What follows belongs to an exercise in optimizing a design on an open flow for small area; a production flow would make more cautious choices.
In this exercise RTL edits were held to simulation tests only and were not proved equivalent to the original.
Power figures rest on the tool's default switching activity, not on a simulated workload.

<file path="flow/run.sh">
#!/bin/bash
# Standard ORFS layout (the standard.sh and its synthesis script) with:
#  - ABC mapping for area (flow/synth.tcl wraps synth_recipe.tcl and swaps in
#    flow/abc_area.script), with adders left to ABC too (ADDER_MAP_FILE empty)
#    instead of being mapped to half/full adder cells; registers are untouched;
#  - port buffers made from the smallest buffer cell (buf_1); every input and
#    output port still gets its own buffer;
#  - a smaller clock tree: clkbuf_8 buffers, sink clusters of up to 20 flops,
#    no dummy loads.
# The full make output goes to standard_flow.log in the work folder.
set -euo pipefail
export FLOW_WORK="$PWD"
export FLOW_ABC_SCRIPT="$PWD/flow/abc_area.script"
export BUFFER_PORTS_ARGS="-buffer_cell sky130_fd_sc_hd__buf_1"
export CTS_ARGS="-sink_clustering_enable -repair_clock_nets -buf_list sky130_fd_sc_hd__clkbuf_8 -sink_clustering_size 20 -sink_clustering_max_diameter 60 -dont_use_dummy_load"
bash standard.sh "SYNTH_SCRIPT=$PWD/flow/synth.tcl" ADDER_MAP_FILE= finish > standard_flow.log 2>&1
</file>
<file path="flow/abc_area.script">
&get -n
&st
&dc2
&dch
&nf -R 1000
&put
</file>
<file path="flow/synth.tcl">
# The standard synthesis (synth_recipe.tcl in the work folder, run unchanged),
# with ABC's combinational mapping done by flow/abc_area.script (logic
# rewriting and choice computation, then area-recovering mapping) instead of
# ORFS's delay-oriented abc_speed.script. Flip-flops are mapped before ABC
# runs, so the registers, their names and cell types are those of the
# standard synthesis.
proc abc {args} {
  set i [lsearch $args -script]
  if {$i >= 0} {
    set args [lreplace $args [expr {$i + 1}] [expr {$i + 1}] $::env(FLOW_ABC_SCRIPT)]
  }
  yosys abc {*}$args
}
source $::env(FLOW_WORK)/synth_recipe.tcl
</file>
<file path="standard.sh">
#!/bin/bash
# synth_recipe.tcl (not shown) runs the flow's synth.tcl, then flattens the netlist and writes it again
# the make line also repeats each setting of config.mk as NAME=value (left out here)
make -C /OpenROAD-flow-scripts/flow DESIGN_CONFIG=/design/flow/config.mk WORK_HOME=/design/flow/orfs CLKGATE_MAP_FILE= SYNTH_SCRIPT=/design/flow/synth_recipe.tcl "${@:-finish}"
</file>
<file path="config.mk">
export PLATFORM = sky130hd
export DESIGN_NAME = i2c_controller
export DESIGN_NICKNAME = i2c_controller
export VERILOG_FILES = /design/flow/design.v
export SDC_FILE = /design/flow/constraint.sdc
export NUM_CORES = 4
export LEC_CHECK = 0
export CAP_MARGIN = 20
export CORE_MARGIN = 2
export CORE_UTILIZATION = 40
export PLACE_DENSITY = 0.6
export SLEW_MARGIN = 20
</file>
<file path="constraint.sdc">
create_clock -name core_clock -period 10.0 [get_ports {clk_i}]
set_input_delay 2.0000 -clock core_clock [delete_from_list [all_inputs] [get_ports {clk_i}]]
set_output_delay 2.0000 -clock core_clock [all_outputs]
set_load 0.01 [all_outputs]
</file>
<file path="design.v">
module i2c_controller #(
    parameter SCL_DIV = 60
)  (
    input clk_i,
    input reset_i,
    output sda_o,
    output scl_o,
    input sda_i,
    output [11:0] imem_addr_o,
    input [15:0] imem_data_i,
    output [11:0] read_tag_o,
    output [7:0] read_data_o,
    output read_data_valid_o,
    output nak_o,
    output nak_valid_o,
    output logic [5:0] trigger_o,
    input [5:0] trigger_i
);
    localparam USE_LFSR = (SCL_DIV <= 63);
    localparam CW = USE_LFSR ? 6 : 16;
    function automatic [CW-1:0] cnt_at(input integer k);
        integer i;
        begin
            if (USE_LFSR) begin
                cnt_at = 1;
                for (i = 0; i < k; i = i + 1)
                    cnt_at = {cnt_at[CW-2:0], cnt_at[CW-1] ^ cnt_at[CW-2]};
            end else begin
                cnt_at = k;
            end
        end
    endfunction
    localparam [CW-1:0] C_ZERO = cnt_at(0);
    localparam [CW-1:0] C_LAST = cnt_at(SCL_DIV - 1);
    localparam [CW-1:0] C_FELL = cnt_at(1);
    localparam [CW-1:0] C_ROSE = cnt_at((SCL_DIV >> 1) + 1);
    localparam [CW-1:0] C_IDLE = cnt_at((SCL_DIV >> 1) + 2);
    localparam [4:0] P_IDLE0 = 5'b00000, P_IDLE1 = 5'b00010, P_PRE = 5'b00110,
                     P_START = 5'b00111, P_TREG = 5'b00100, P_TRS = 5'b01000,
                     P_TSTOP = 5'b01100, P_TXRX = 5'b10000;
    logic [CW-1:0] cnt;
    logic [4:0] ph;
    logic sda, scl;
    logic mode;              
    logic [1:0] fec;         
    logic rdack;
    logic [7:0] wr;          
    logic [7:0] rd;          
    logic tx_ev;             
    logic ev_o;              
    wire [CW-1:0] cnt_inc = USE_LFSR ? {cnt[CW-2:0], cnt[CW-1] ^ cnt[CW-2]} : cnt + 1'b1;
    wire fell = (cnt == C_FELL);
    wire rose = (cnt == C_ROSE);
    wire ready = (ph[4:2] == 3'b000);
    assign sda_o = sda;
    assign scl_o = scl;
    assign read_data_o = rd;
    assign nak_o = wr[0];
    assign read_data_valid_o = ev_o & mode;
    assign nak_valid_o = ev_o & ~mode;
    localparam [2:0] C_FETCH = 3'd0, C_DECODE = 3'd1, C_XF = 3'd2, C_XE = 3'd3,
                     C_CB = 3'd4, C_WAIT = 3'd5;
    logic [2:0] cstate;
    logic [11:0] pc;
    logic [15:0] ir;
    logic [15:0] arg;
    logic zflag;
    logic hit;
    logic [11:0] read_tag;
    assign imem_addr_o = pc;
    assign read_tag_o = read_tag;
    wire [3:0] op = ir[15:12];
    wire dec = (cstate == C_DECODE);
    wire xe_go = (cstate == C_XE) && ready;
    wire last = (ir[7:0] == 8'd1);
    wire n_zero = (ir[7:0] == 8'd0);
    wire imem_zero = (imem_data_i == 16'd0);
    logic tick;
    always_comb begin
        tick = 1'b1;
        for (int i = 0; i < 15; i++)
            if (i < ir[11:8]) tick = tick & arg[i];
    end
    wire wait_done = n_zero | (last & tick);
    wire cb_ok = &((rd & arg[7:0]) | ~arg[7:0]) & &((~rd & arg[15:8]) | ~arg[15:8]);
    wire jrel = dec && (op == 4'b1001);
    wire jabs = (dec && (op == 4'b1000)) || ((cstate == C_CB) && !cb_ok);
    wire ld_arg = (dec && (op == 4'b1010) && ready) ||
                  ((cstate == C_XF) && !ir[13] && !ir[10]);
    wire pc_inc = (cstate == C_FETCH) || ld_arg;
    wire [11:0] pc_sum = pc + (jrel ? ir[11:0] : 12'd1);
    logic [15:0] ir_d;
    always_comb begin
        ir_d = ir;
        if (cstate == C_FETCH) ir_d = imem_data_i;
        else begin
            if (xe_go) ir_d[13] = ~ir[13];
            if ((xe_go && !n_zero) || ((cstate == C_WAIT) && tick)) ir_d[7:0] = ir[7:0] - 8'd1;
        end
    end
    wire set_tag = (cstate == C_FETCH) && (op == 4'b0001);
    always_ff @(posedge clk_i) begin
        ir <= ir_d;
        hit <= |(ir_d[5:0] & trigger_i) | |(ir_d[11:6] & ~trigger_i);
        ev_o <= tx_ev;
        if (jabs) pc <= ir[11:0];
        else if (pc_inc || jrel) pc <= pc_sum;
        if (ld_arg) begin
            arg <= imem_data_i;
            zflag <= imem_zero;
        end
        if (dec && (op == 4'b0100)) begin
            arg <= '0;
            zflag <= n_zero;
        end
        if (cstate == C_WAIT) arg[14:0] <= arg[14:0] + 15'd1;
        case (cstate)
            C_FETCH: cstate <= C_DECODE;
            C_DECODE: begin
                case (op)
                    4'b0000: cstate <= C_XF;
                    4'b0001: if (ready) cstate <= C_FETCH;
                    4'b0100: cstate <= zflag ? C_FETCH : C_WAIT;
                    4'b0101: if (hit) cstate <= C_FETCH;
                    4'b0110: begin
                        trigger_o <= ir[5:0];
                        cstate <= C_FETCH;
                    end
                    4'b1010: if (ready) cstate <= C_CB;
                    default: cstate <= C_FETCH;
                endcase
            end
            C_XF: cstate <= C_XE;
            C_XE: if (ready) cstate <= last ? C_FETCH : C_XF;
            C_CB: cstate <= C_FETCH;
            C_WAIT: if (wait_done) cstate <= C_FETCH;
            default: cstate <= C_FETCH;
        endcase
        if (!tx_ev) begin
            if (reset_i) read_tag <= '0;
            else if (set_tag) read_tag <= ir[11:0];
            else if (read_data_valid_o) read_tag <= read_tag + 12'd1;
        end
        if (reset_i) begin
            pc <= '0;
            cstate <= C_FETCH;
            trigger_o <= '0;
            ir[12] <= 1'b0;
        end
    end
    always_ff @(posedge clk_i) begin
        cnt <= (cnt == C_LAST) ? C_ZERO : cnt_inc;
        tx_ev <= 1'b0;
        if (xe_go) begin
            mode <= ir[10];
            if (last) begin
                if (ir[9:8] != 2'b11) fec <= ir[9:8];
                rdack <= ~ir[11];
            end else begin
                fec <= 2'b00;
                rdack <= 1'b1;
            end
            wr <= ir[13] ? arg[7:0] : arg[15:8];
            ph <= {3'b000, ph[1], 1'b1};
        end
        if (ph[4]) begin
            if (fell) begin
                scl <= 1'b0;
                if (ph[3]) sda <= ~(mode & rdack);
                else sda <= mode | wr[7];
                if (mode && (ph[3:0] == 4'd9)) tx_ev <= 1'b1;
            end
            if (rose) begin
                if (ph[3:0] == 4'd9) begin
                    case (fec)
                        2'b00: ph <= P_TREG;
                        2'b01: ph <= P_TRS;
                        2'b10: ph <= P_TSTOP;
                        default: ph <= P_TXRX;
                    endcase
                end else begin
                    scl <= 1'b1;
                    ph[3:0] <= ph[3:0] + 1'b1;
                    if (!mode) wr <= {wr[6:0], sda_i};
                    else if (!ph[3]) rd <= {rd[6:0], sda_i};
                    if (!mode && ph[3]) tx_ev <= 1'b1;
                end
            end
        end else begin
            case (ph[3:2])
                2'b00: begin
                    scl <= ph[1];
                    if (ph[0]) ph <= P_PRE;
                end
                2'b01: begin
                    if (ph[1]) begin
                        if (!ph[0] && fell) ph <= P_START;
                        if (ph[0] && rose) begin
                            sda <= 1'b0;
                            ph <= P_TXRX;
                        end
                    end else begin
                        scl <= 1'b0;
                        sda <= 1'b1;
                        if (fell) ph[0] <= 1'b1;
                        if ((cnt == C_IDLE) && ph[0]) ph <= P_IDLE0;
                    end
                end
                2'b10: begin
                    if (fell) begin
                        ph[1:0] <= ph[1:0] + 1'b1;
                        sda <= (ph[1:0] >= 2'd1);
                        scl <= ph[1];
                    end
                    if (rose && ph[1]) ph <= P_IDLE1;
                end
                2'b11: begin
                    if (fell) begin
                        ph[1:0] <= ph[1:0] + 1'b1;
                        if (ph[1:0] == 2'd0) scl <= 1'b0;
                        sda <= ph[1];
                    end
                    if (rose) begin
                        scl <= 1'b1;
                        if (ph[1]) begin
                            ph <= P_IDLE1;
                            sda <= 1'b1;
                        end
                    end
                end
            endcase
        end
        if (reset_i) begin
            cnt <= C_ZERO;
            ph <= P_IDLE1;
            sda <= 1'b1;
            scl <= 1'b1;
        end
    end
endmodule
</file>
==> metrics.csv, run 1 <==
stage,metric,value,unit
logic_synthesis,leading area contributor after synthesis,edfxtp_1,
route,iteration-0 DRC count of the detailed router,442,
logic_synthesis,simple-gate share of the synthesized area,24.6,%
logic_synthesis,Mapped Cells,637,
logic_synthesis,area of the mapped netlist,0.00547,mm2
logic_synthesis,largest family of logic cells by synthesized area,simple AND/OR/NAND/NOR gates,
logic_synthesis,syn avg cell area,8.58,um2
floorplan,Initial Util,41.1,%
cells_and_area,final core utilization,45.9,%
worst_setup_path,CP bufs+invs,1,
power,Pwr Density,160,mW/mm2
cells_and_area,filler cell count,1363,
worst_hold_path,worst hold start,tx_ev,
timing,Slew HR,46.1,%
worst_setup_path,crit path cell chain,nor3b_1 > and3_1 > nand2_1 > xnor2_1 > nand2b_1 > a21oi_1 > a31oi_1 > nor2_1 > a31oi_1 > o311ai_0 > clkinv_1 > o21ai_0 > xnor2_1 > nand2_1 > a21oi_1,
route,Vias/cell,5.79,
cells_and_area,multi-input logic area,0.00293,mm2
worst_setup_path,worst r2r path cells,15,
floorplan,core area,0.0133,mm2
worst_setup_path,"Worst Path Class, Setup",reg2reg,
clocking,Post-CTS Hold Fix Bufs,0,
clocking,clk buf depth,2,
timing,final hold vios,0,
logic_synthesis,area share of the largest cell type after synthesis,23.6,%
timing,RSZ-0062 raised after global routing,no,
clocking,setup repair bufs after CTS,0,
power,clock network power share,21.7,%
route,drt drc,0,
logic_synthesis,post-synthesis compound-gate area fraction,22.2,%
route,DR WL/cell,16.9,um
job,Max-Cap Viols,0,
worst_setup_path,arrival time worst endpoint,4670,ps
timing,Max Clock Skew,18.6,ps
cells_and_area,non-filler instance count after layout,893,
power,leakage,2.06,nW
power,register share of total power,59.0,%
cells_and_area,register area,0.00247,mm2
worst_hold_path,worst-case hold path end point,ev_o,
power,internal power,650,uW
global_routing,initial antenna violation count,0,
worst_setup_path,Crit path max-delay family,simple AND/OR/NAND/NOR gates,
power,Psw,328,uW
clocking,H-tree depth,3,
timing,final worst path period share,43.7,%
logic_synthesis,Post-synth EDFFs,43,
worst_setup_path,Crit Path Max Fanout,24,
logic_synthesis,"Primary FF master, synth",dfxtp_1,
route,First-pass DRT Iterations,5,
power,Net Sw Frac,33.5,%
cells_and_area,antenna diode count,0,
timing,Final Worst Setup Slack,5630,ps
logic_synthesis,yosys warns,1,
logic_synthesis,post-synthesis adder-cell area fraction,0,%
timing,Min Hold Slack,378,ps
timing,Final setup viols,0,
logic_synthesis,Post-Syn Nets,662,
placement,placed insts,883,
worst_setup_path,Reg2Reg Launch Point,cstate[0],
worst_hold_path,Hold Crit Class,reg2reg,
floorplan,IO Count,68,
cells_and_area,Area Overhead vs Synth,11.7,%
floorplan,Die ar.,0.0146,mm2
clocking,clock tree from TritonCTS,done,
timing,Least-Margin Pin Slew,808,ps
power,Comb pwr share,19.3,%
worst_setup_path,r2r setup slk,5630,ps
logic_synthesis,register area share after synthesis,45.2,%
logic_synthesis,"FF+latch count, synth",102,
worst_setup_path,Critical Path Sink Type,flip-flop,
clocking,CTS Sinks,102,
worst_hold_path,Hold Path Depth,0,
worst_setup_path,CP required,10300,ps
logic_synthesis,Post-Synth XOR/XNOR Area,4.17,%
power,Final Total Pwr,978,uW
route,vias,5174,
clocking,PostCTS Resize Cnt,0,
logic_synthesis,Netlist cell types,51,
timing,Fmax achieved,229,MHz
global_routing,Global Route Usage Sum,21.0,%
route,remaining antenna violation count,0,
clocking,Root Buffer,clkbuf_8,
route,Detailed Route WL,15100,um
cells_and_area,Final #Nets,744,
timing,fin. max-slew vios,0,
logic_synthesis,ranking of synthesized cells by area,"edfxtp_1 24%, dfxtp_1 22%, nor2_1 5.9%",
logic_synthesis,mux contribution to synthesized area,2.38,%
placement,"Cell Area, Placed",0.00596,mm2
timing,minimum clock period,4370,ps
floorplan,Die W,121,um
worst_setup_path,reg2reg end,pc[10],
logic_synthesis,Post-synth ARST share,0,%
timing,Setup TNS,0,ps
global_routing,largest net degree at the start of global routing,46,
global_routing,number of global-route vias before repair,4774,
cells_and_area,fraction of layout cells with a size suffix above 1,2.23,%
cells_and_area,post-route cell area,0.00610,mm2
clocking,"Clk pin slew, worst setup/hold paths",90,ps
worst_setup_path,"Slowest-stage cell, CP",and3_1,
placement,DP HPWL,10700,um
clocking,CTS Buf Count,9,
run_status,status,timing/DRC/antenna clean,
floorplan,Row Count,42,
clocking,latest clock arrival within the worst-skew pair,390,ps
placement,GP Congestion,0.893,
worst_setup_path,CP startpoint kind,flip-flop,
global_routing,wire length of the first global-routing pass,24200,um
placement,IO Port Bufs,67,
worst_setup_path,Critical Path Max Stage Delay,800,ps
global_routing,GRT Residual Overflow,0,
placement,DP Worst Slack,5700,ps
floorplan,Die Span Y,121,um
power,Peak VDD IR,0.0876,mV
==> cells by family (layout without fill, tap and decap cells) <==
logic type,count (synthesis),after routing
AND/OR/NAND/NOR,282,282
AO/OA/AOI/OAI,194,194
flip-flops,102,102
XOR/XNOR,26,26
buffers and inverters,20,100
multiplexers,13,13
==> worst max path at each step <==
stage	startpoint	end	slack, ps	cells after the start
global route	cstate[0]	pc[10]	5000	15
CTS	cstate[0]	pc[10]	5660	15
global placement	cstate[0]	pc[10]	5790	15
detailed placement	cstate[0]	pc[10]	5700	15
finish	cstate[0]	pc[10]	5630	15
floorplan	cstate[0]	pc[10]	6380	15
==> power by group through the flow <==
stage	registers (mW)	logic [mW]	clock network (mW)
after detailed placement	0.584	0.189	0
final	0.577	0.189	0.212
after floorplan	0.558	0.130	0
after CTS	0.575	0.189	0.215
after global routing	0.584	0.214	0.233
after global placement	0.582	0.184	0
==> state kept, by name, summed over array words and instances (netlist names) <==
signal / count
ir: 16
rdack: 1
cstate: 3
fec: 2
wr: 8
tx_ev: 1
ph: 5
ev_o: 1
trigger_o: 6
hit: 1
pc: 12
scl: 1
arg: 16
mode: 1
sda: 1
rd: 8
cnt: 6
read_tag: 12
zflag: 1
==> cells in the mapped netlist, types with 4 or more instances <==
cell type  number
dfxtp_1        59
nand3_1        33
xor2_1          8
nor4_1          7
nor2_1         86
o21a_1          4
nand2_1        66
nor3_1         19
nand3b_1        4
nand4_1         9
edfxtp_1       43
a21oi_1        57
a31oi_1        17
and2_0          9
nand2b_1       10
nor2b_1        14
a22oi_1        12
o31ai_1         7
a211oi_1       14
or3_1           4
xnor2_1        18
clkinv_1       20
and3_1         12
mux2i_1        13
o22ai_1         4
o21ai_0        45
==> worst reg2reg max path, delay by kind of cell (launching register included) <==
kind,cells,cell delay (ps)
XOR/XNOR,2,380
buffers and inverters,1,140
AO/OA/AOI/OAI,6,1450
AND/OR/NAND/NOR,6,1880
flip-flops,1,470
==> cells in the final DEF (no fill, tap or decap), drive strengths merged, types with 3 or more instances in the layout <==
master  netlist  final
and2          9      9
o211ai        3      3
nor3         19     19
edfxtp       43     43
nand2        66     66
nor4          7      7
a21boi        3      3
buf           0     70
dfxtp        59     59
o31ai         7      7
a31oi        17     17
clkbuf        0     10
nor2         86     86
xor2          8      8
or3           4      4
nand2b       10     10
nand3b        4      4
nand3        33     33
mux2i        13     13
a21oi        57     57
o21ai        45     45
a21o          3      3
and3         12     12
xnor2        18     18
clkinv       20     20
o21a          4      4
a221o         3      3
o22ai         4      4
nand4         9      9
a22oi        12     12
a211oi       14     14
nor2b        14     14
o32ai         3      3
==> routing by layer <==
metal	global-route usage [%]	wire length (um)
met1	29.2	6910
met2	32.7	6930
met3	3.76	886
met4	7.78	328
met5	0	0
==> area by class of cell <==
type / instances / share of cell area [%]
clock buffer: 9 / 2.03
timing repair buffer: 71 / 4.69
sequential: 102 / 40.5
tap: 176 / 3.61
multi-input combinational: 515 / 47.9
inverter: 20 / 1.23
==> run 2: changes to the inputs <==
--- a/design.v
+++ b/design.v
@@ -116,2 +116,3 @@
         if (cstate == C_WAIT) arg[14:0] <= arg[14:0] + 15'd1;
+        if (xe_go) arg[15:8] <= arg[7:0];
         case (cstate)
@@ -162,3 +163,3 @@
             end
-            wr <= ir[13] ? arg[7:0] : arg[15:8];
+            wr <= arg[15:8];
             ph <= {3'b000, ph[1], 1'b1};
==> metrics.csv, run 2 <==
stage,metric,value,unit
floorplan,Die W,120,um
power,Peak VDD IR,0.103,mV
route,drt drc,0,
floorplan,Die ar.,0.0145,mm2
placement,GP Congestion,0.898,
clocking,clk buf depth,2,
clocking,H-tree depth,3,
timing,Setup TNS,0,ps
clocking,setup repair bufs after CTS,0,
timing,Final setup viols,0,
route,iteration-0 DRC count of the detailed router,600,
route,Detailed Route WL,15200,um
floorplan,Initial Util,40.9,%
power,Psw,306,uW
route,vias,5193,
logic_synthesis,Netlist cell types,51,
route,Vias/cell,5.85,
global_routing,largest net degree at the start of global routing,46,
timing,Max Clock Skew,30.9,ps
clocking,clock tree from TritonCTS,done,
logic_synthesis,area of the mapped netlist,0.00542,mm2
cells_and_area,fraction of layout cells with a size suffix above 1,2.67,%
worst_hold_path,Hold Crit Class,reg2reg,
worst_setup_path,Reg2Reg Launch Point,cstate[0],
power,clock network power share,22.4,%
cells_and_area,post-route cell area,0.00607,mm2
worst_setup_path,CP bufs+invs,1,
worst_setup_path,Critical Path Max Stage Delay,520,ps
logic_synthesis,Post-synth ARST share,0,%
worst_setup_path,r2r setup slk,6020,ps
logic_synthesis,"FF+latch count, synth",102,
clocking,Post-CTS Hold Fix Bufs,0,
power,leakage,2.10,nW
clocking,PostCTS Resize Cnt,0,
cells_and_area,most frequent cells in the layout,"81 x nor2_1, 70 x nand2_1, 67 x a21oi_1",
timing,final worst path period share,39.8,%
logic_synthesis,post-synthesis adder-cell area fraction,0,%
logic_synthesis,leading area contributor after synthesis,edfxtp_1,
cells_and_area,Final #Nets,738,
worst_setup_path,Critical Path Sink Type,flip-flop,
power,Net Sw Frac,32.6,%
worst_setup_path,Crit Path Max Fanout,24,
timing,minimum clock period,3980,ps
logic_synthesis,Post-Syn Nets,655,
route,remaining antenna violation count,0,
worst_setup_path,"Worst Path Class, Setup",reg2reg,
clocking,CTS Buf Count,9,
logic_synthesis,register area share after synthesis,45.8,%
power,internal power,633,uW
logic_synthesis,most frequent cell after synthesis,nor2_1,
power,Comb pwr share,18.2,%
cells_and_area,Area Overhead vs Synth,12.1,%
worst_setup_path,"Slowest-stage cell, CP",o311ai_0,
run_status,status,timing/DRC/antenna clean,
global_routing,initial antenna violation count,0,
logic_synthesis,"Primary FF master, synth",dfxtp_1,
logic_synthesis,area share of the largest cell type after synthesis,24.4,%
placement,DP HPWL,11100,um
job,Max-Cap Viols,0,
floorplan,Row Count,42,
timing,fin. max-slew vios,0,
timing,RSZ-0062 raised after global routing,no,
logic_synthesis,Post-synth EDFFs,44,
floorplan,core area,0.0132,mm2
clocking,Root Buffer,clkbuf_8,
logic_synthesis,syn avg cell area,8.60,um2
route,First-pass DRT Iterations,5,
power,Pwr Density,155,mW/mm2
logic_synthesis,post-synthesis compound-gate area fraction,22.7,%
timing,Fmax achieved,251,MHz
cells_and_area,largest registers,"arg x16, ir x16",
logic_synthesis,Post-synth top cells,"81 x nor2_1, 70 x nand2_1, 68 x a21oi_1, 58 x dfxtp_1, 44 x edfxtp_1",
worst_setup_path,worst r2r path cells,15,
worst_setup_path,CP Depth,15,
placement,"Cell Area, Placed",0.00594,mm2
logic_synthesis,largest family of logic cells by synthesized area,simple AND/OR/NAND/NOR gates,
worst_setup_path,reg2reg end,pc[11],
logic_synthesis,simple-gate share of the synthesized area,24.6,%
clocking,latest clock arrival within the worst-skew pair,390,ps
logic_synthesis,yosys warns,1,
global_routing,Global Route Usage Sum,21.3,%
global_routing,number of global-route vias before repair,4615,
logic_synthesis,Mapped Cells,630,
worst_setup_path,Crit path max-delay family,simple AND/OR/NAND/NOR gates,
clocking,CTS Sinks,102,
worst_setup_path,arrival time worst endpoint,4210,ps
worst_setup_path,CP startpoint kind,flip-flop,
placement,IO Port Bufs,67,
power,Final Total Pwr,940,uW
logic_synthesis,Post-Synth XOR/XNOR Area,3.88,%
route,DR WL/cell,17.2,um
floorplan,IO Count,68,
global_routing,wire length of the first global-routing pass,24200,um
timing,Slew HR,41.9,%
power,register share of total power,59.4,%
floorplan,Die Span Y,120,um
logic_synthesis,mux contribution to synthesized area,1.66,%
clocking,"Clk pin slew, worst setup/hold paths",90,ps
worst_setup_path,Worst Setup EP,pc[11],
cells_and_area,"commonest non-fill, non-tap cell in the layout",nor2_1,
logic_synthesis,ranking of synthesized cells by area,"edfxtp_1 24%, dfxtp_1 21%, a21oi_1 6.3%",
worst_setup_path,CP required,10230,ps
timing,Least-Margin Pin Slew,872,ps
timing,final hold vios,0,
worst_setup_path,crit path cell chain,or3b_1 > nor3_2 > buf_4 > nand2_1 > xnor2_1 > nand2b_1 > a31o_1 > o311ai_0 > a21oi_1 > o221a_1 > nor3_1 > nor3_1 > or3_1 > nand3_1 > a21oi_1,
worst_setup_path,Worst setup startpoint,cstate[0],
cells_and_area,antenna diode count,0,
global_routing,GRT Residual Overflow,0,
## run 2: changes by cell type after synthesis, sizes merged, moves of 4 or more
cell,before,now
nand2,66,70
a21oi,57,68
nand3,33,26
nor2,86,81
o21ai,45,40
nor3,19,24
xnor2,18,13
mux2i,13,9
or3,4,8
## run 2: how the worst min path moves through the flow
stage / startpoint / endpoint / slack (ps) / depth (start not counted)
6_report: tx_ev / ev_o / 410 / 0
5_1_grt: tx_ev / ev_o / 430 / 0
4_1_cts: tx_ev / ev_o / 420 / 0
3_5_place_dp: tx_ev / ev_o / 400 / 0
3_3_place_gp: tx_ev / ev_o / 400 / 0
2_1_floorplan: tx_ev / ev_o / 330 / 0
## run 2: area by class of cell
| cell class | count | area, um2 |
|---|---|---|
| fillers | 1316 | 7170 |
| multi-input cells | 509 | 2890 |
| flip-flops and latches | 102 | 2480 |
| repair buffers | 72 | 290 |
| well taps | 176 | 220 |
| clock buffers | 9 | 124 |
| inverters | 19 | 71.3 |
## run 2: worst register-to-register path: cells and delay by family (launching register included)
kind	cells	cell delay, ps
and+or+nand+nor	8	1600
AOI/OAI and AO/OA	5	1310
DFF	1	440
buffers and inverters	1	270
xor gates and xnor gates	1	230
## run 2: power groups by stage
| stage | clock network [mW] | logic, mW | registers (mW) |
|---|---|---|---|
| floorplan | 0 | 0.115 | 0.544 |
| global placement | 0 | 0.167 | 0.565 |
| detailed placement | 0 | 0.170 | 0.567 |
| CTS | 0.218 | 0.171 | 0.558 |
| global route | 0.230 | 0.193 | 0.566 |
| finish | 0.211 | 0.171 | 0.558 |
## run 2: metal layers
| layer | wire, um | track usage [%] | up-vias |
|---|---|---|---|
| li1 | - | - | 2529 |
| met1 | 6990 | 30.1 | 2466 |
| met2 | 7120 | 33.0 | 173 |
| met3 | 828 | 3.02 | 25 |
| met4 | 310 | 8.14 | 0 |
| met5 | 0 | 0 | - |
## run 2: cells by family after synthesis
| kind of cell | count (synthesis) |
|---|---|
| flip-flops | 102 |
| XOR/XNOR | 24 |
| AO/OA/AOI/OAI | 196 |
| multiplexers | 9 |
| AND/OR/NAND/NOR | 280 |
| buffers and inverters | 19 |
## run 2: per-stage QoR
step / std cells / worst slack (ps) / hold slack, ps / util, %
2_1_floorplan: 630 / 5490 / 331 / -
3_3_place_gp: 878 / 6150 / 404 / 44.9
3_5_place_dp: 878 / 6080 / 400 / 44.9
4_1_cts: 887 / 6030 / 418 / 45.8
5_1_grt: 887 / 5590 / 429 / 45.9
6_report: 887 / 6020 / 413 / 45.9
==> run 3: changes to the inputs <==
--- a/design.v
+++ b/design.v
@@ -139,7 +139,5 @@
         endcase
-        if (!tx_ev) begin
-            if (reset_i) read_tag <= '0;
-            else if (set_tag) read_tag <= ir[11:0];
-            else if (read_data_valid_o) read_tag <= read_tag + 12'd1;
-        end
+        if (reset_i && !tx_ev) read_tag <= '0;
+        else if (set_tag && !reset_i) read_tag <= ir[11:0];
+        else if (read_data_valid_o) read_tag <= read_tag + 12'd1;
         if (reset_i) begin
==> flow/abc_area.script (replaced) <==
&get -n
&st
&dc2
&dc2
&dc2
&dch
&nf -R 1000
&put
==> metrics.csv, run 3 <==
stage,metric,value,unit
route,DR WL/cell,16.9,um
cells_and_area,most frequent cells in the layout,"77 x a21oi_1, 74 x nor2_1, 70 x dfxtp_1",
power,Peak VDD IR,0.117,mV
route,iteration-0 DRC count of the detailed router,403,
worst_setup_path,CP startpoint kind,flip-flop,
clocking,latest clock arrival within the worst-skew pair,400,ps
route,drt drc,0,
floorplan,Row Count,41,
global_routing,initial antenna violation count,0,
placement,GP Congestion,0.923,
floorplan,Die Span Y,118,um
floorplan,Die ar.,0.0140,mm2
cells_and_area,post-route cell area,0.00584,mm2
placement,placed insts,865,
timing,Min Hold Slack,367,ps
worst_setup_path,Critical Path Max Stage Delay,690,ps
cells_and_area,final core utilization,46.1,%
logic_synthesis,"FF+latch count, synth",102,
global_routing,number of global-route vias before repair,4701,
logic_synthesis,yosys warns,1,
timing,Final setup viols,0,
timing,minimum clock period,4710,ps
logic_synthesis,register area share after synthesis,45.2,%
logic_synthesis,ranking of synthesized cells by area,"dfxtp_1 27%, edfxtp_1 18%, a21oi_1 7.4%",
cells_and_area,filler cell count,1312,
global_routing,GRT Residual Overflow,0,
global_routing,Global Route Usage Sum,21.4,%
timing,Fmax achieved,213,MHz
timing,fin. max-slew vios,0,
clocking,Post-CTS Hold Fix Bufs,0,
clocking,clk buf depth,2,
logic_synthesis,Post-synth top cells,"77 x a21oi_1, 74 x nor2_1, 70 x dfxtp_1, 69 x nand2_1, 44 x o21ai_0",
floorplan,IO Count,68,
logic_synthesis,Post-synth ARST share,0,%
route,met1 wire length,6650,um
timing,RSZ-0062 raised after global routing,no,
worst_setup_path,Critical Path Sink Type,flip-flop,
logic_synthesis,area share of the largest cell type after synthesis,26.8,%
logic_synthesis,Post-Syn Nets,649,
logic_synthesis,Netlist cell types,45,
cells_and_area,fraction of layout cells with a size suffix above 1,1.85,%
route,max layer used,met4,
power,Pwr Density,153,mW/mm2
cells_and_area,Area Overhead vs Synth,11.8,%
worst_hold_path,Hold Crit Class,reg2reg,
logic_synthesis,Post-synth EDFFs,32,
floorplan,core area,0.0127,mm2
route,met2 WL,7060,um
placement,IO Port Bufs,67,
cells_and_area,Final #Nets,729,
logic_synthesis,syn avg cell area,8.38,um2
logic_synthesis,leading area contributor after synthesis,dfxtp_1,
timing,Least-Margin Pin Slew,875,ps
placement,DP HPWL,10700,um
clocking,clock tree from TritonCTS,done,
clocking,PostCTS Resize Cnt,0,
power,leakage,2.04,nW
logic_synthesis,area of the mapped netlist,0.00523,mm2
cells_and_area,"commonest non-fill, non-tap cell in the layout",a21oi_1,
timing,final worst path period share,47.1,%
worst_setup_path,"Slowest-stage cell, CP",and3_1,
logic_synthesis,Mapped Cells,624,
worst_setup_path,Crit Path Max Fanout,21,
cells_and_area,largest registers,"arg x16, ir x16",
floorplan,Initial Util,41.2,%
worst_setup_path,crit path cell chain,nor3b_1 > and3_1 > nand2_1 > xnor2_1 > nand2b_1 > a21oi_1 > a31oi_1 > maj3_1 > nor2_1 > nor2_1 > nor2_1 > a31oi_1 > a21oi_1 > nor2b_1 > o21ai_0 > or3_1 > a31oi_1 > xnor2_1 > nand2_1 > a21oi_1,
route,vias,5043,
timing,Slew HR,41.6,%
logic_synthesis,"Primary FF master, synth",dfxtp_1,
cells_and_area,antenna diode count,0,
route,Vias/cell,5.77,
route,Met3 Wirelength,806,um
clocking,H-tree depth,3,
timing,Setup TNS,0,ps
timing,final hold vios,0,
worst_setup_path,"Worst Path Class, Setup",reg2reg,
worst_setup_path,CP required,10310,ps
global_routing,wire length of the first global-routing pass,24000,um
clocking,CTS Sinks,102,
placement,"Cell Area, Placed",0.00571,mm2
timing,Max Clock Skew,37.5,ps
global_routing,largest net degree at the start of global routing,37,
floorplan,Die W,118,um
clocking,Root Buffer,clkbuf_8,
run_status,status,timing/DRC/antenna clean,
clocking,CTS Buf Count,9,
clocking,"Clk pin slew, worst setup/hold paths",90,ps
logic_synthesis,most frequent cell after synthesis,a21oi_1,
route,Detailed Route WL,14800,um
job,Max-Cap Viols,0,
route,First-pass DRT Iterations,7,
worst_setup_path,arrival time worst endpoint,5020,ps
clocking,setup repair bufs after CTS,0,
route,remaining antenna violation count,0,
cells_and_area,non-filler instance count after layout,874,
run 3: changes by cell type after synthesis, sizes merged, moves of 4 or more:
cell / previous run / this run
nor3: 24 / 19
nor2: 81 / 74
o21ai: 40 / 44
a21oi: 68 / 77
edfxtp: 44 / 32
a211oi: 11 / 7
dfxtp: 58 / 70
run 3: cell type report:
cell class | count | area (um2) | share of cell area, %
Multi-Input combinational cell | 501 | 2800 | 47.8
Sequential cell | 102 | 2360 | 40.4
Timing Repair Buffer | 69 | 267 | 4.56
Tap cell | 172 | 215 | 3.68
Clock buffer | 9 | 124 | 2.12
Inverter | 21 | 78.8 | 1.35
run 3: cell families (layout without fill, tap and decap cells):
logic type,Yosys count,count (layout),synth area share (%)
buf+inv,21,99,1.51
mux,10,10,1.92
xor+xnor,22,22,3.69
compound gates,199,199,22.8
simple gates,269,269,24.7
fa+ha+maj,1,1,0.192
flops,102,102,45.2
run 3: routing by layer:
layer | vias up | GRT usage (%)
met4 | 0 | 8.96
met3 | 21 | 4.73
li1 | 2473 | -
met2 | 157 | 34.2
met1 | 2392 | 27.8
met5 | - | 0
run 3: worst paths after layout:
check | endpoint | slack [ps] | depth (start not counted) | start
worst max-delay path | pc[11] | 5290 | 20 | cstate[0]
worst min-delay path | ev_o | 370 | 0 | tx_ev
worst max register to register | pc[11] | 5290 | 20 | cstate[0]
worst min register to register | ev_o | 370 | 0 | tx_ev
run 3: critical path: cells and delay by family, from the launching register on:
family          cells  cell delay, ps
compound gates      7            1090
xor+xnor            2             380
fa+ha+maj           1             420
flops               1             490
simple gates       10            2240
run 3: power by group:
group / leakage, nW / internal [mW] / total (mW) / switching [mW]
Sequential: 0.865 / 0.471 / 0.533 / 0.0612
Clock: 0.0647 / 0.0810 / 0.210 / 0.129
Combinational: 1.11 / 0.0574 / 0.152 / 0.0946
run 3: through the flow:
step | setup WS [ps] | power [mW]
after CTS | 5380 | 0.899
after detailed placement | 5410 | 0.691
after global routing | 4730 | 0.941
after floorplan | 5990 | 0.623
after global placement | 5580 | 0.687
final | 5290 | 0.895
==> run 4: changes to the inputs <==
--- a/config.mk
+++ b/config.mk
@@ -7,3 +7,3 @@
 export LEC_CHECK = 0
-export CAP_MARGIN = 20
+export CAP_MARGIN = 5
 export CORE_MARGIN = 2
@@ -11,2 +11,2 @@
 export PLACE_DENSITY = 0.6
-export SLEW_MARGIN = 20
+export SLEW_MARGIN = 5
==> metrics.csv, run 4 <==
stage,metric,value,unit
run_status,status,timing/DRC/antenna clean,
logic_synthesis,Netlist cell types,45,
power,leakage,2.03,nW
job,Max-Cap Viols,0,
global_routing,number of global-route vias before repair,4701,
timing,Final setup viols,0,
clocking,PostCTS Resize Cnt,0,
timing,final hold vios,0,
cells_and_area,fraction of layout cells with a size suffix above 1,1.57,%
power,Peak VDD IR,0.117,mV
floorplan,Row Count,41,
timing,Max Clock Skew,37.3,ps
cells_and_area,filler cell count,1312,
route,First-pass DRT Iterations,7,
cells_and_area,antenna diode count,0,
clocking,CTS Buf Count,9,
floorplan,Die Span Y,118,um
timing,final worst path period share,47.0,%
cells_and_area,multi-input logic area,0.00279,mm2
floorplan,core area,0.0127,mm2
worst_setup_path,crit path cell chain,nor3b_1 > and3_1 > nand2_1 > xnor2_1 > nand2b_1 > a21oi_1 > a31oi_1 > maj3_1 > nor2_1 > nor2_1 > nor2_1 > a31oi_1 > a21oi_1 > nor2b_1 > o21ai_0 > or3_1 > a31oi_1 > xnor2_1 > nand2_1 > a21oi_1,
logic_synthesis,"FF+latch count, synth",102,
clocking,Post-CTS Hold Fix Bufs,0,
cells_and_area,Area Overhead vs Synth,11.6,%
logic_synthesis,syn avg cell area,8.38,um2
placement,"Cell Area, Placed",0.00571,mm2
cells_and_area,"commonest non-fill, non-tap cell in the layout",a21oi_1,
route,DR WL/cell,16.9,um
logic_synthesis,leading area contributor after synthesis,dfxtp_1,
timing,Fmax achieved,213,MHz
logic_synthesis,register area share after synthesis,45.2,%
placement,DP HPWL,10700,um
timing,Slew HR,28.2,%
global_routing,largest net degree at the start of global routing,37,
global_routing,Global Route Usage Sum,21.4,%
placement,GP Congestion,0.923,
placement,IO Port Bufs,67,
timing,minimum clock period,4700,ps
worst_setup_path,CP startpoint kind,flip-flop,
logic_synthesis,Post-synth ARST share,0,%
timing,RSZ-0062 raised after global routing,no,
clocking,clock tree from TritonCTS,done,
cells_and_area,most frequent cells in the layout,"77 x a21oi_1, 74 x nor2_1, 70 x dfxtp_1",
timing,Setup TNS,0,ps
cells_and_area,Final #Nets,729,
route,Detailed Route WL,14800,um
clocking,clk buf depth,2,
route,drt drc,0,
logic_synthesis,"Primary FF master, synth",dfxtp_1,
logic_synthesis,area share of the largest cell type after synthesis,26.8,%
logic_synthesis,Post-synth EDFFs,32,
global_routing,wire length of the first global-routing pass,24000,um
worst_setup_path,CP required,10310,ps
cells_and_area,post-route cell area,0.00583,mm2
worst_setup_path,"Slowest-stage cell, CP",and3_1,
logic_synthesis,ranking of synthesized cells by area,"dfxtp_1 27%, edfxtp_1 18%, a21oi_1 7.4%",
cells_and_area,register area,0.00236,mm2
clocking,latest clock arrival within the worst-skew pair,400,ps
timing,Least-Margin Pin Slew,1070,ps
floorplan,IO Count,68,
clocking,H-tree depth,3,
worst_setup_path,Critical Path Max Stage Delay,680,ps
logic_synthesis,Post-synth top cells,"77 x a21oi_1, 74 x nor2_1, 70 x dfxtp_1, 69 x nand2_1, 44 x o21ai_0",
clocking,setup repair bufs after CTS,0,
worst_setup_path,"Worst Path Class, Setup",reg2reg,
cells_and_area,largest registers,"arg x16, ir x16",
power,Pwr Density,153,mW/mm2
logic_synthesis,Mapped Cells,624,
timing,fin. max-slew vios,0,
route,remaining antenna violation count,0,
worst_setup_path,Crit Path Max Fanout,21,
clocking,Root Buffer,clkbuf_8,
global_routing,initial antenna violation count,0,
floorplan,Die W,118,um
logic_synthesis,Post-Syn Nets,649,
worst_setup_path,Critical Path Sink Type,flip-flop,
route,vias,5076,
worst_setup_path,arrival time worst endpoint,5010,ps
worst_hold_path,Hold Crit Class,reg2reg,
clocking,"Clk pin slew, worst setup/hold paths",90,ps
global_routing,GRT Residual Overflow,0,
route,iteration-0 DRC count of the detailed router,411,
logic_synthesis,area of the mapped netlist,0.00523,mm2
logic_synthesis,yosys warns,1,
route,Vias/cell,5.81,
clocking,CTS Sinks,102,
floorplan,Initial Util,41.2,%
logic_synthesis,most frequent cell after synthesis,a21oi_1,
floorplan,Die ar.,0.0140,mm2
==> run 4: cell counts after synthesis <==
No cell type changed its count.
==> run 4: cell type report <==
class	instances	area share (%)
flip-flops and latches	102	40.5
multi-input cells	501	47.8
inverters	21	1.35
clock buffers	9	2.12
well taps	172	3.69
repair buffers	69	4.57
==> run 4: cell families after synthesis <==
kind of cell | Yosys count | share of synthesized area [%]
buffers and inverters | 21 | 1.51
xor gates and xnor gates | 22 | 3.69
DFF | 102 | 45.2
adders and majority gates | 1 | 0.192
and+or+nand+nor | 269 | 24.7
AOI/OAI and AO/OA | 199 | 22.8
muxes | 10 | 1.92
==> run 4: path summary, 6_finish.rpt <==
check                               start     end  slack [ps]  cells after the start
worst max-delay path            cstate[0]  pc[11]        5300                     20
worst min register to register      tx_ev    ev_o         370                      0
worst max register to register  cstate[0]  pc[11]        5300                     20
worst min-delay path                tx_ev    ev_o         370                      0
==> run 4: critical path, delay by kind of cell, from the launching register on <==
kind | cells | cell delay [ps]
DFF | 1 | 490
adders and majority gates | 1 | 420
xor gates and xnor gates | 2 | 380
AOI/OAI and AO/OA | 7 | 1100
and+or+nand+nor | 10 | 2230
==> run 4: through the flow <==
| stage | total power [mW] | utilization [%] | instances | hold WS [ps] | setup slack [ps] |
|---|---|---|---|---|---|
| 3_3_place_gp | 0.687 | 45.0 | 865 | 365 | 5580 |
| 4_1_cts | 0.899 | 46.0 | 874 | 368 | 5380 |
| 2_1_floorplan | 0.623 | - | 624 | 344 | 5990 |
| 6_report | 0.895 | 46.0 | 874 | 367 | 5300 |
| 5_1_grt | 0.941 | 46.0 | 874 | 377 | 4730 |
| 3_5_place_dp | 0.691 | 45.0 | 865 | 361 | 5410 |
==> run 4: power breakdown <==
part | internal, mW | switching [mW]
logic | 0.0574 | 0.0944
registers | 0.471 | 0.0612
clock network | 0.0810 | 0.129
total | 0.610 | 0.285
==> run 4: per-layer routing <==
metal  GRT usage, %  wire [um]  up-vias  share of wire [%]
li1               -          -     2477                  -
met1           27.8       6540     2406                 44
met2           34.2       7070      170                 48
met3           4.73        886       23                6.0
met4           8.96        295        0                2.0
met5              0          0        -                  0
==> run 5: changes to the inputs <==
--- a/flow/run.sh
+++ b/flow/run.sh
@@ -7,3 +7,3 @@
 #    output port still gets its own buffer;
-#  - a smaller clock tree: clkbuf_8 buffers, sink clusters of up to 20 flops,
+#  - a smaller clock tree: clkbuf_8 buffers, sink clusters of up to 30 flops,
 #    no dummy loads.
@@ -14,3 +14,3 @@
 export BUFFER_PORTS_ARGS="-buffer_cell sky130_fd_sc_hd__buf_1"
-export CTS_ARGS="-sink_clustering_enable -repair_clock_nets -buf_list sky130_fd_sc_hd__clkbuf_8 -sink_clustering_size 20 -sink_clustering_max_diameter 60 -dont_use_dummy_load"
+export CTS_ARGS="-sink_clustering_enable -repair_clock_nets -buf_list sky130_fd_sc_hd__clkbuf_8 -sink_clustering_size 30 -sink_clustering_max_diameter 100 -dont_use_dummy_load"
 bash standard.sh "SYNTH_SCRIPT=$PWD/flow/synth.tcl" ADDER_MAP_FILE= finish > standard_flow.log 2>&1
==> flow/abc_area.script (replaced) <==
&get -n
&st
&dc2
&dch
&nf -R 1000
&put
--- a/config.mk
+++ b/config.mk
@@ -7,3 +7,3 @@
 export LEC_CHECK = 0
-export CAP_MARGIN = 5
+export CAP_MARGIN = 20
 export CORE_MARGIN = 2
@@ -11,2 +11,2 @@
 export PLACE_DENSITY = 0.6
-export SLEW_MARGIN = 5
+export SLEW_MARGIN = 20
==> metrics.csv, run 5 <==
stage,metric,value,unit
timing,final worst path period share,45.3,%
power,Pwr Density,151,mW/mm2
cells_and_area,filler cell count,1349,
clocking,clock tree from TritonCTS,done,
timing,final hold vios,0,
placement,"Cell Area, Placed",0.00582,mm2
placement,DP Worst Slack,5580,ps
logic_synthesis,Post-synth top cells,"76 x nor2_1, 73 x nand2_1, 70 x dfxtp_1, 69 x a21oi_1, 44 x o21ai_0",
cells_and_area,largest registers,"arg x16, ir x16",
logic_synthesis,syn avg cell area,8.36,um2
global_routing,number of global-route vias before repair,4680,
route,Detailed Route WL,15000,um
logic_synthesis,"Primary FF master, synth",dfxtp_1,
floorplan,Initial Util,40.5,%
placement,IO Port Bufs,67,
global_routing,initial antenna violation count,0,
cells_and_area,fraction of layout cells with a size suffix above 1,1.96,%
route,remaining antenna violation count,0,
logic_synthesis,Mapped Cells,636,
floorplan,core area,0.0131,mm2
timing,Slew HR,39.0,%
clocking,H-tree depth,3,
cells_and_area,non-filler instance count after layout,892,
logic_synthesis,Netlist cell types,50,
global_routing,GRT Residual Overflow,0,
clocking,Root Buffer,clkbuf_8,
floorplan,IO Count,68,
route,iteration-0 DRC count of the detailed router,473,
floorplan,Die Span Y,119,um
timing,RSZ-0062 raised after global routing,no,
global_routing,largest net degree at the start of global routing,37,
worst_setup_path,r2r setup slk,5470,ps
timing,Setup TNS,0,ps
clocking,setup repair bufs after CTS,0,
worst_setup_path,Critical Path Sink Type,flip-flop,
clocking,CTS Buf Count,9,
cells_and_area,post-route cell area,0.00595,mm2
clocking,CTS Sinks,102,
clocking,Post-CTS Hold Fix Bufs,0,
logic_synthesis,ranking of synthesized cells by area,"dfxtp_1 26%, edfxtp_1 18%, a21oi_1 6.5%",
timing,Final setup viols,0,
clocking,"Clk pin slew, worst setup/hold paths",90,ps
placement,placed insts,882,
global_routing,wire length of the first global-routing pass,24100,um
logic_synthesis,Post-Syn Nets,661,
logic_synthesis,leading area contributor after synthesis,dfxtp_1,
timing,fin. max-slew vios,0,
clocking,latest clock arrival within the worst-skew pair,380,ps
timing,Max Clock Skew,22.1,ps
cells_and_area,Area Overhead vs Synth,11.8,%
floorplan,Row Count,42,
clocking,PostCTS Resize Cnt,0,
cells_and_area,most frequent cells in the layout,"76 x nor2_1, 73 x nand2_1, 70 x dfxtp_1",
logic_synthesis,most frequent cell after synthesis,nor2_1,
logic_synthesis,Post-synth EDFFs,32,
placement,GP Congestion,0.920,
route,First-pass DRT Iterations,6,
route,DR WL/cell,16.8,um
floorplan,Die ar.,0.0142,mm2
power,Peak VDD IR,0.0845,mV
logic_synthesis,"FF+latch count, synth",102,
worst_setup_path,arrival time worst endpoint,4830,ps
cells_and_area,"commonest non-fill, non-tap cell in the layout",nor2_1,
floorplan,Die W,119,um
global_routing,Global Route Usage Sum,21.2,%
run_status,status,timing/DRC/antenna clean,
logic_synthesis,yosys warns,1,
logic_synthesis,Post-synth ARST share,0,%
route,Vias/cell,5.78,
logic_synthesis,area share of the largest cell type after synthesis,26.3,%
cells_and_area,Final #Nets,743,
cells_and_area,antenna diode count,0,
clocking,clk buf depth,2,
logic_synthesis,area of the mapped netlist,0.00532,mm2
placement,DP HPWL,10900,um
route,drt drc,0,
worst_setup_path,CP required,10300,ps
power,leakage,2.05,nW
worst_setup_path,CP startpoint kind,flip-flop,
timing,Least-Margin Pin Slew,913,ps
timing,minimum clock period,4530,ps
timing,Fmax achieved,221,MHz
worst_setup_path,Crit Path Max Fanout,24,
worst_hold_path,Hold Crit Class,reg2reg,
logic_synthesis,register area share after synthesis,44.4,%
job,Max-Cap Viols,0,
worst_setup_path,"Worst Path Class, Setup",reg2reg,
timing,Final Worst Setup Slack,5470,ps
route,vias,5155,
[run 5: path summary, 6_finish.rpt]
| path | startpoint | to | cells after the start |
|---|---|---|---|
| max | cstate[0] | pc[11] | 16 |
| max reg2reg | cstate[0] | pc[11] | 16 |
| min reg2reg | tx_ev | ev_o | 0 |
| min | tx_ev | ev_o | 0 |
[run 5: where the power goes]
part / internal, mW / switching, mW
clock: 0.0811 / 0.129
combinational: 0.0584 / 0.0922
sequential: 0.474 / 0.0641
[run 5: per-stage QoR]
| step | util [%] | hold WS, ps | total power [mW] |
|---|---|---|---|
| 2_1_floorplan | - | 344 | 0.626 |
| 3_3_place_gp | 44.2 | 370 | 0.690 |
| 3_5_place_dp | 44.3 | 363 | 0.695 |
| 4_1_cts | 45.2 | 391 | 0.902 |
| 5_1_grt | 45.3 | 405 | 0.947 |
| 6_report | 45.3 | 389 | 0.898 |
[run 5: final cells by class]
class                      instances  area (um2)  area share, %
clock buffer                       9         124           2.08
tap                              176         220           3.70
inverter                          26        97.6           1.64
sequential                       102        2360           39.7
timing repair buffer              71         279           4.69
multi-input combinational        508        2860           48.2
[run 5: cell families after synthesis]
kind of cell              synth area share (%)
AOI/OAI and AO/OA                         24.0
buffers and inverters                     1.83
and+or+nand+nor                           23.9
DFF                                       44.4
muxes                                     2.26
xor gates and xnor gates                  3.62
[run 5: per-layer routing]
layer / up-vias / track usage (%) / routed length [um]
met1: 2441 / 28.5 / 6730
met5: - / 0 / 0
met2: 157 / 34.1 / 7040
met4: 0 / 6.47 / 232
li1: 2543 / - / -
met3: 14 / 4.74 / 944
[run 5: worst max-delay path: stages (launching register included)]
cell      delay [ps]
dfxtp_1          500
nor3b_1          490
and3_1           770
nand2_1          150
xnor2_1          250
nand2b_1         100
a21oi_1          200
a31oi_1          100
o41ai_1          590
a31oi_1          200
nor3_1           220
nor3_1            90
or2_0            220
a31oi_1          220
xnor2_1          140
nand2_1           60
a21oi_1          130

==> re-timing with driven ports <==
The results above use ideal ports. As a check the final layouts listed here were re-extracted and re-timed, cells and wires unchanged.
Step 1, drivers: a clkbuf_16 drives clk_i and a buf_2 each remaining input, both assumed.
Step 2, shift: input delay + t, output delay - t, t = (earliest + latest rising clock arrival at the registers) / 2. This alone moves slack from input paths to output paths.
a / b / c = ideal ports / drivers / drivers and shift; a / b = the first two.
| run | t (ns) | setup slack, ns | worst setup path at the end | latest minus earliest clock arrival (ns) | cell pins on the clock port's net |
|---|---|---|---|---|---|
| run 1 | 0.412 | 5.634 / 5.634 / 5.634 | register to register | 0.018 / 0.018 | 1 |
| run 2 | 0.408 | 6.022 / 6.022 / 6.022 | register to register | 0.031 / 0.031 | 1 |
| run 3 | 0.419 | 5.294 / 5.294 / 5.294 | register to register | 0.038 / 0.038 | 1 |
| run 4 | 0.419 | 5.299 / 5.299 / 5.299 | register to register | 0.038 / 0.038 | 1 |
| run 5 | 0.401 | 5.465 / 5.465 / 5.465 | register to register | 0.022 / 0.023 | 1 |
After both steps setup and hold are still met in every run listed.
